From an optimization exercise on the open Yosys and OpenROAD flow, aimed at small area, a short achievable clock period and few clock cycles per item; shortcuts taken in it are not production practice. Function not checked in this run: the RTL went through the layout flow alone. No activity file was given, so power comes from the tool's default toggle rates.

==> flow/design.v <==
module JAM (
input CLK,
input RST,
output reg [2:0] W,
output reg [2:0] J,
input [6:0] Cost,
output [3:0] MatchCount,
output reg [9:0] MinCost,
output reg Valid );
localparam K_NONE = 3'd0, K_CR = 3'd1, K_INIT = 3'd2, K_H = 3'd3, K_SCAN = 3'd4, K_EXT = 3'd5;
localparam S_CR = 4'd0, S_WCR = 4'd1, S_INIT = 4'd2, S_WROW = 4'd3, S_HB = 4'd4, S_SCAN = 4'd5,
           S_EXT = 4'd6, S_WEXT = 4'd7, S_RY = 4'd8, S_RYW = 4'd9, S_DONE = 4'd10;
function [3:0] pop8;
    input [7:0] x;
    pop8 = x[0] + x[1] + x[2] + x[3] + x[4] + x[5] + x[6] + x[7];
endfunction
function [3:0] mul16;
    input [3:0] a, b;
    reg [7:0] t;
    begin
        t = a * b;
        mul16 = t[3:0];
    end
endfunction
reg [3:0] st;
reg [2:0] ak;           
reg       afirst, alast;
reg [9:0] vsel;         
reg [2:0] bk;           
reg       ev;           
reg       accf, accl;        
reg [7:0] rowasg;       
reg       aug_on;
reg       s1v;
reg [2:0] bi, bj;
reg       bfirst, blast;
reg [8:0] cs;           
reg [7:0] dB;           
reg [7:0] v [0:7];      
reg [7:0] d [0:7];      
reg [2:0] prow [0:7];   
reg [7:0] pval;         
reg [2:0] way [0:7];    
reg [7:0] wset;         
reg [7:0] ready;
reg [7:0] rv; reg rtb; reg [2:0] rj; reg [7:0] rmask;
reg [7:0] mu; reg [2:0] jst; reg jst_m;
reg [7:0] hreg;
reg [2:0] js;
reg [2:0] row_cur, aug_row, aug_j;
reg [7:0] pend;
reg [3:0] rcnt;         
reg [7:0] Fm;           
reg [3:0] rs [0:7];     
reg [7:0] Gp, Xg, B, cr, cu;
reg       fin, par;
reg [2:0] ic;           
reg [2:0] sj;           
reg [3:0] racc;
assign MatchCount = racc;
wire is_cr = bk == K_CR, is_init = bk == K_INIT, is_scan = bk == K_SCAN, is_ext = bk == K_EXT;
wire       ctb = is_cr ? (rowasg[bi] || (accf && !rtb && rj == bi)) : is_ext ? 1'b0 : pval[bj];
wire       lt = cs < {1'b0, dB};
wire       k1 = {cs, ctb} < {1'b0, rv, rtb};
wire       k2 = {dB, ctb} < {rv, rtb};
wire       take = bfirst || (is_scan && !lt ? k2 : k1);
wire [7:0] cv = is_scan && !lt ? dB : cs[7:0];
wire [7:0] fv = take ? cv : rv;
wire       ftb = take ? ctb : rtb;
wire [2:0] cidx = is_cr ? bi : bj;
wire [2:0] fidx = take ? cidx : rj;
wire [7:0] ohj = 8'd1 << bj;
wire       ceq = cs[7:0] == rv;
wire [7:0] fmask = (bfirst || k1) ? ohj : ceq ? (rmask | ohj) : rmask;
wire [3:0] fcnt = (bfirst || k1) ? 4'd1 : ceq ? rcnt + 4'd1 : rcnt;
wire       decide = ev && st == S_WROW;
wire       dec_free = decide && !jst_m;
wire       dec_exp = decide && jst_m;
wire       start_next = (ev && st == S_WCR) || dec_free;
wire       any_todo = ~rowasg != 8'd0;
reg  [2:0] next_row;
integer k;
always @* begin
    next_row = 3'd0;
    for (k = 7; k >= 0; k = k - 1)
        if (!rowasg[k]) next_row = k;
end
wire       vu_en = start_next || st == S_INIT || (st == S_EXT && !(W == 3'd7 && J == 3'd7));
wire [2:0] icol = ic;
wire [7:0] vnew = ready[icol] ? v[icol] + d[icol] - mu : v[icol];
function [2:0] low3;
    input [7:0] x;
    integer m;
    begin
        low3 = 3'd0;
        for (m = 7; m >= 0; m = m - 1)
            if (x[m]) low3 = m;
    end
endfunction
wire [7:0] pend_n = pend & ~(8'd1 << sj);
wire       slast = pend_n == 8'd0;
wire [7:0] pend_0 = ~ready & ~(8'd1 << jst);
wire [7:0] hsrc = bk == K_H ? cs[7:0] : hreg;
wire [7:0] vs = v[sj];
wire [9:0] vscan = {{2{vs[7]}}, vs} - {2'b00, mu} + {2'b00, hsrc};
wire [7:0] vj = v[jst];
wire [7:0] Gc = ~Fm;
wire [7:0] u0c = Gc & (~Gc + 8'd1);
wire [7:0] G1 = Gc & ~u0c;
wire [7:0] Bn = (B - Gp) & Gp;
reg  [7:0] tcol;        
always @* begin
    for (k = 0; k < 8; k = k + 1)
        tcol[k] = (d[k] & cr) != 8'd0;
end
wire       cin = (Xg & cr) != 8'd0;    
reg [7:0] pp0, pp1;
reg       pv1, par1;
reg [3:0] ra [0:7];
reg [3:0] rb [0:7];
always @* begin
    for (k = 0; k < 8; k = k + 1) begin
        ra[k] = rs[k];
        rb[k] = rs[k] - {3'b000, cu[k]};
    end
end
always @(posedge CLK) begin
    pp0 <= {mul16(mul16(ra[0], ra[1]), mul16(ra[2], ra[3])), mul16(mul16(ra[4], ra[5]), mul16(ra[6], ra[7]))};
    pp1 <= {mul16(mul16(rb[0], rb[1]), mul16(rb[2], rb[3])), mul16(mul16(rb[4], rb[5]), mul16(rb[6], rb[7]))};
end
wire [3:0] prod0 = mul16(pp0[7:4], pp0[3:0]);
wire [3:0] prod1 = mul16(pp1[7:4], pp1[3:0]);
wire [3:0] tsum = (par1 ? 4'd0 - prod0 : prod0) + (!pv1 ? 4'd0 : par1 ? prod1 : 4'd0 - prod1);
always @(posedge CLK or posedge RST) begin
    if (RST) begin
        st <= S_CR; W <= 3'd0; J <= 3'd0; ak <= K_CR; afirst <= 1'b1; alast <= 1'b0;
        vsel <= 10'd0; bk <= K_NONE; ev <= 1'b0; accf <= 1'b0; accl <= 1'b0; rowasg <= 8'd0; aug_on <= 1'b0;
        s1v <= 1'b0; Valid <= 1'b0; MinCost <= 10'd0;
    end else begin
        bk <= ak;
        ev <= (blast && (is_init || is_scan || (is_ext && bi == 3'd7))) || (accf && accl);
        accf <= blast && is_cr;
        accl <= blast && is_cr && bj == 3'd7;
        if (accf) MinCost <= MinCost + {2'b00, rv};
        if (dec_free) MinCost <= MinCost + {2'b00, mu};
        if (accf && !rtb) rowasg[rj] <= 1'b1;
        if (dec_free) aug_on <= wset[jst];
        else if (aug_on) aug_on <= wset[aug_j];
        s1v <= st == S_RY;
        if (st == S_RY && fin) st <= S_RYW;
        vsel <= {{2{vnew[7]}}, vnew};
        case (st)
            S_CR: begin
                if (W == 3'd7 && J == 3'd7) begin
                    st <= S_WCR; ak <= K_NONE;
                end else begin
                    W <= W + 3'd1; if (W == 3'd7) J <= J + 3'd1;
                    ak <= K_CR; afirst <= W == 3'd7; alast <= W == 3'd6;
                end
                vsel <= 10'd0;
            end
            S_INIT: begin
                J <= J + 3'd1; ak <= K_INIT; afirst <= 1'b0; alast <= J == 3'd6;
                if (J == 3'd6) st <= S_WROW;
            end
            S_HB: begin
                ak <= K_NONE; st <= S_SCAN;
            end
            S_SCAN: begin
                J <= sj; ak <= K_SCAN; afirst <= bk == K_H; alast <= slast;
                vsel <= vscan;
                if (slast) st <= S_WROW;
            end
            S_EXT: begin
                if (W == 3'd7 && J == 3'd7) begin
                    st <= S_WEXT; ak <= K_NONE;
                end else begin
                    J <= J + 3'd1; if (J == 3'd7) W <= W + 3'd1;
                    ak <= K_EXT; afirst <= J == 3'd7; alast <= J == 3'd6;
                end
            end
            S_WCR, S_WROW: begin
                ak <= K_NONE;
                if (dec_exp) begin
                    W <= prow[jst]; J <= jst; ak <= K_H; afirst <= 1'b0; alast <= 1'b0;
                    vsel <= {{2{vj[7]}}, vj}; st <= S_HB;
                end
            end
            S_WEXT: begin
                ak <= K_NONE;
                if (ev) st <= S_RY;
            end
            S_RYW: begin Valid <= 1'b1; st <= S_DONE; end
            default: ;
        endcase
        if (start_next) begin
            J <= 3'd0; afirst <= 1'b1; alast <= 1'b0;
            if (any_todo) begin
                rowasg[next_row] <= 1'b1; W <= next_row; ak <= K_INIT; st <= S_INIT;
            end else begin
                W <= 3'd0; ak <= K_EXT; st <= S_EXT;
            end
        end
    end
end
always @(posedge CLK) begin
    cs <= {3'b000, Cost} - vsel;
    dB <= d[J];
    bi <= W; bj <= J; bfirst <= afirst; blast <= alast;
    if (is_cr || is_init || is_scan || is_ext) begin
        rv <= fv; rtb <= ftb; rj <= fidx; rmask <= fmask;
    end
    if (is_init) d[bj] <= cs[7:0];
    if (is_scan && lt) begin
        d[bj] <= cs[7:0]; way[bj] <= js; wset[bj] <= 1'b1;
    end
    if (bk == K_H) hreg <= cs[7:0];
    if (blast && (is_init || is_scan)) begin
        mu <= fv; jst <= fidx; jst_m <= ftb;
    end
    if (blast && is_cr) begin
        v[bj] <= fv; prow[bj] <= fidx; pval[bj] <= ~ftb;
    end
    if (blast && is_ext) begin
        d[bi] <= fmask; rs[bi] <= fcnt;
        if (fcnt == 4'd1) Fm <= Fm | fmask;
    end
    if (is_ext) rcnt <= fcnt;
    if (st == S_CR) Fm <= 8'd0;
    if (st == S_CR) ready <= 8'd0;
    if (st == S_CR) ic <= 3'd0;
    if (vu_en) begin
        ic <= ic + 3'd1;
        v[icol] <= vnew;
        if (icol == 3'd7) begin
            ready <= 8'd0;
            if (st == S_INIT) wset <= 8'd0;
        end
    end
    if (dec_exp) begin
        ready[jst] <= 1'b1; js <= jst;
        pend <= pend_0; sj <= low3(pend_0);
    end
    if (st == S_SCAN) begin
        pend <= pend_n; sj <= low3(pend_n);
    end
    if (start_next && any_todo) row_cur <= next_row;
    if (dec_free) begin
        prow[jst] <= wset[jst] ? prow[way[jst]] : row_cur; pval[jst] <= 1'b1;
        aug_j <= way[jst]; aug_row <= row_cur;
    end else if (aug_on) begin
        prow[aug_j] <= wset[aug_j] ? prow[way[aug_j]] : aug_row;
        aug_j <= way[aug_j];
    end
    if (st == S_WEXT) begin
        Gp <= G1; Xg <= G1; B <= G1 & (~G1 + 8'd1); cr <= G1 & (~G1 + 8'd1); fin <= G1 == 8'd0;
        for (k = 0; k < 8; k = k + 1) cu[k] <= (d[k] & u0c) != 8'd0;
        pv1 <= u0c != 8'd0; par <= 1'b0; racc <= 4'd0;
    end
    if (st == S_RY) begin
        par1 <= par;
        if (!fin) begin
            for (k = 0; k < 8; k = k + 1)
                if (tcol[k]) rs[k] <= cin ? rs[k] - 4'd1 : rs[k] + 4'd1;
            Xg <= Xg ^ cr; par <= !par;
            B <= Bn; cr <= Bn & (~Bn + 8'd1); fin <= Bn == 8'd0;
        end
    end
    if (s1v) racc <= racc + tsum;
end
endmodule
==> flow/run.sh <==
#!/bin/bash
# synth_recipe.tcl (not shown) runs the flow's synth.tcl, then flattens the netlist and writes it again
# the make line also repeats each setting of config.mk as NAME=value (left out here)
make -C /OpenROAD-flow-scripts/flow DESIGN_CONFIG=/design/flow/config.mk WORK_HOME=/design/flow/orfs CLKGATE_MAP_FILE= SYNTH_SCRIPT=/design/flow/synth_recipe.tcl finish
==> flow/config.mk <==
export PLATFORM = sky130hd
export DESIGN_NAME = JAM
export DESIGN_NICKNAME = JAM
export VERILOG_FILES = /design/flow/design.v
export SDC_FILE = /design/flow/constraint.sdc
export NUM_CORES = 4
export LEC_CHECK = 0
export CAP_MARGIN = 20
export CORE_MARGIN = 2
export CORE_UTILIZATION = 40
export SLEW_MARGIN = 20
==> flow/constraint.sdc <==
create_clock -name core_clock -period 5.0 [get_ports {CLK}]
set_input_delay 1.0000 -clock core_clock [delete_from_list [all_inputs] [get_ports {CLK}]]
set_output_delay 1.0000 -clock core_clock [all_outputs]
set_load 0.01 [all_outputs]
==> impl_metrics.toml <==
[logic_synthesis]
syn-cell-area_mm2 = 0.0289
ys.flop_type = "edfxtp_1"
synthCells = 2593
ys_seq_area_share_pct = 42.8
syn_area_per_cell_um2 = 11.2
synth.ff_latch_count = 460
synthesis.nets = 2822
ys_warn_count = 3
ys_types = 78
async_flop_share_pct = 11.1
synth_edf_count = 291

[floorplan]
die_y_um = 273
io_pins = 30
die-area_mm2 = 0.0745
rows = 98
core_area_mm2 = 0.0716
initial_utilization_pct = 40.4
die_w_um = 273

[clock_network]
ctsHoldBuffers = 0
insertion_delay_ns = 0.62
post-cts-setup-buffers = 0
cts_sinks = 460
cts-root-buf = "clkbuf_16"
h-tree-depth = 2
cts-buffers-inserted = 51
clockBufferDepth = 3
clkSlewWorstSetupHoldPaths_ns = 0.06
cts_tree = "built"
cts_resized = 0

[setup_path]
critical_path_buf_inv_count = 2
crit_end = "v[2][6]"
cp_top_family = "compound AO/OA/AOI/OAI gates"
cp.arrival_ns = 4.93
reg2reg_depth = 15
slowest_stage = "dfxtp_2"
cp-end-kind = "register"
crit_path_max_fanout = 14
r2r-end = "v[2][6]"
r2r_slack_ns = 0.52
start_kind = "register"
slowest_delay_ns = 0.66
worstPathRequired_ns = 5.45
critPathKind = "register to register"
worstPathCellList = "buf_4, mux4_2, mux2i_1, ha_1, inv_1, ha_1, fa_1, a21o_1, a21oi_1, o21bai_1, a21oi_1, xor2_1, o21ai_1, nand2_1, o21ai_1"
path_depth = 15

[final_layout]
final_layout_size_suffix_gt1_share_pct = 12.9
nets = 2844
diodes = 0
final_common_cell = "edfxtp_1"
final_cell_mix = "291 x edfxtp_1, 239 x nand2_1, 190 x ha_1"
n_fill_cell = 6610
syn_to_final_growth_pct = 11.0
utilization_pct = 44.8
final_cells = 3608

[power_and_ir_drop]
sw_frac_of_total_pct = 25.5
cellLeakagePower_nw = 12.5
vdd_drop_max_uv = 325
power_frac_clock_pct = 41.2
pwr_density_cell_mw_per_mm2 = 297
internal-power_mw = 7.09
seqPwrFrac_pct = 46.4
combPwrFrac_pct = 12.5
power_switching_mw = 2.43

[global_routing]
antenna_found_initial = 0
track_usage_pct = 21.7
grt_first_pass_wirelength_um = 126000
grt_pass1_vias = 21478
grt_overflow = 0
grt_max_degree = 33

[timing]
fin_crit_sh_pct = 89.6
maxSlewViolCount = 0
setup_viol = 0
setup_tns_ns = 0
worst_clock_skew_ns = 0.0232
worst-slew-pin-transition_ns = 1.07
rsz0062_at_grt = "no"
period_needed_ns = 4.48
fmax_mhz = 223
hold_viol_final = 0
slew_headroom_pct = 28.2

[detailed_routing]
drt_iter0_drc = 1671
drc = 0
vias = 20821
routed_via_density = 5.77
wl_um = 80700
wl_per_cell_um = 22.4
firstDrtPassIters = 6
final_antenna_net_count = 0

[job]
drv_cap = 0

[outcome]
run_status = "complete, no violations"

[placement]
port_buffers = 29
place_inst = 3512
dp.final_hpwl_um = 61400
place_congestion = 0.917

[min_path]
min-delay-path-class = "register to register"
holdPathStages = 0
stage by stage:
stage / hold WS, ns / worst slack (ns) / power (mW) / cell area (um^2)
6_report: 0.376 / 0.521 / 9.52 / 32100
5_1_grt: 0.383 / 0.196 / 9.91 / 32100
4_1_cts: 0.375 / 0.559 / 9.60 / 32100
3_5_place_dp: 0.358 / 0.587 / 5.67 / 30400
3_3_place_gp: 0.363 / 0.741 / 5.62 / 30400
2_1_floorplan: 0.347 / 0.190 / 5.28 / 28900
registers in the layout, summed over array words and instances, names as in the netlist, 9 cells and up, named ones only:
register and flops:
rs 32, MinCost 10, prow 24, way 24, v 64, cs 9
vsel 9, d 64
synthesized netlist by cell type (11+ instances only):
cell type	number	area, um^2
a21oi_1	119	596
o21bai_1	12	90.1
ha_1	190	2380
mux2_2	54	608
a31oi_1	26	163
o22ai_1	11	68.8
o21ai_1	37	185
nand4_1	14	87.6
edfxtp_1	291	8740
a221oi_1	15	131
dfrtp_1	49	1230
dfxtp_1	118	2360
buf_1	11	41.3
o21ai_0	104	521
a22oi_1	50	375
nand2b_1	25	156
nor3b_1	24	180
inv_1	126	473
xor2_1	51	447
and3_1	20	125
nand2_1	239	897
nor2b_1	34	213
a22o_1	18	158
mux4_2	120	2700
and2_1	37	231
nor2_1	188	706
mux2i_1	119	1190
fa_1	30	601
nand3_1	25	125
nor3_1	30	150
clkbuf_1	93	349
a21o_1	30	225
xnor2_1	127	1110
routing by layer:
layer  wire length (um)  vias to the layer above  global-route usage [%]
met1              34900                    10421                    28.6
met3               3910                      134                    2.37
met2              39500                      630                    37.3
li1                   -                     9636                       -
met5                  0                        -                       0
met4               2330                        0                    6.77
worst min-delay path by stage:
stage / slack, ns / from / endpoint
2_1_floorplan: 0.35 / alast / blast
5_1_grt: 0.38 / alast / blast
3_5_place_dp: 0.36 / ak[2] / bk[2]
3_3_place_gp: 0.36 / ak[1] / bk[1]
6_report: 0.38 / alast / blast
4_1_cts: 0.37 / alast / blast
power groups by stage:
stage | clock network, mW | logic [mW] | registers, mW
2_1_floorplan | 0 | 0.831 | 4.45
3_3_place_gp | 0 | 1.14 | 4.48
3_5_place_dp | 0 | 1.18 | 4.49
4_1_cts | 3.99 | 1.19 | 4.41
5_1_grt | 4.13 | 1.34 | 4.44
6_report | 3.92 | 1.19 | 4.42
kinds of logic (layout without fill, tap and decap cells):
family | count (synthesis) | count (layout) | share of synthesized area [%]
adders and majority gates | 221 | 221 | 10.3
DFF | 460 | 460 | 42.8
other | 1 | 1 | 0.0130
muxes | 305 | 305 | 16.1
xor gates and xnor gates | 178 | 178 | 5.39
AOI/OAI and AO/OA | 511 | 511 | 11.3
buffers and inverters | 254 | 319 | 3.39
and+or+nand+nor | 663 | 663 | 10.6
layout make-up:
type	instances	area, um^2	area share [%]
tap	950	1190	3.70
inverter	139	522	1.62
sequential	460	12400	38.6
clock buffer	67	1370	4.25
clock inverter	29	358	1.11
timing repair buffer	84	703	2.19
multi-input combinational	1879	15600	48.6

==> port drivers added, routing unchanged <==
How much do the figures lean on ideal ports? The routed layout below was timed once more, with nothing changed but the port constraints. Step 1 assumes that a clkbuf_16 drives the clock port and a buf_2 every other input. Step 2 times the ports against the registers' clock, not the clock port: input delays grow and output delays shrink by t, the midpoint of the rising clock arrivals with the driver on. a / b / c = ideal ports / drivers / drivers and shift; a / b = the first two.
t, ns: 0.678
setup WS [ns]: 0.521 / 0.521 / 0.521
worst setup path after step 2: register to register
worst data-port slew with drivers (ns): 0.05
After both steps this run still meets setup and hold. For this run, drivers alone change the setup slack by 0.000 ns; drivers and shift together by 0.000 ns.
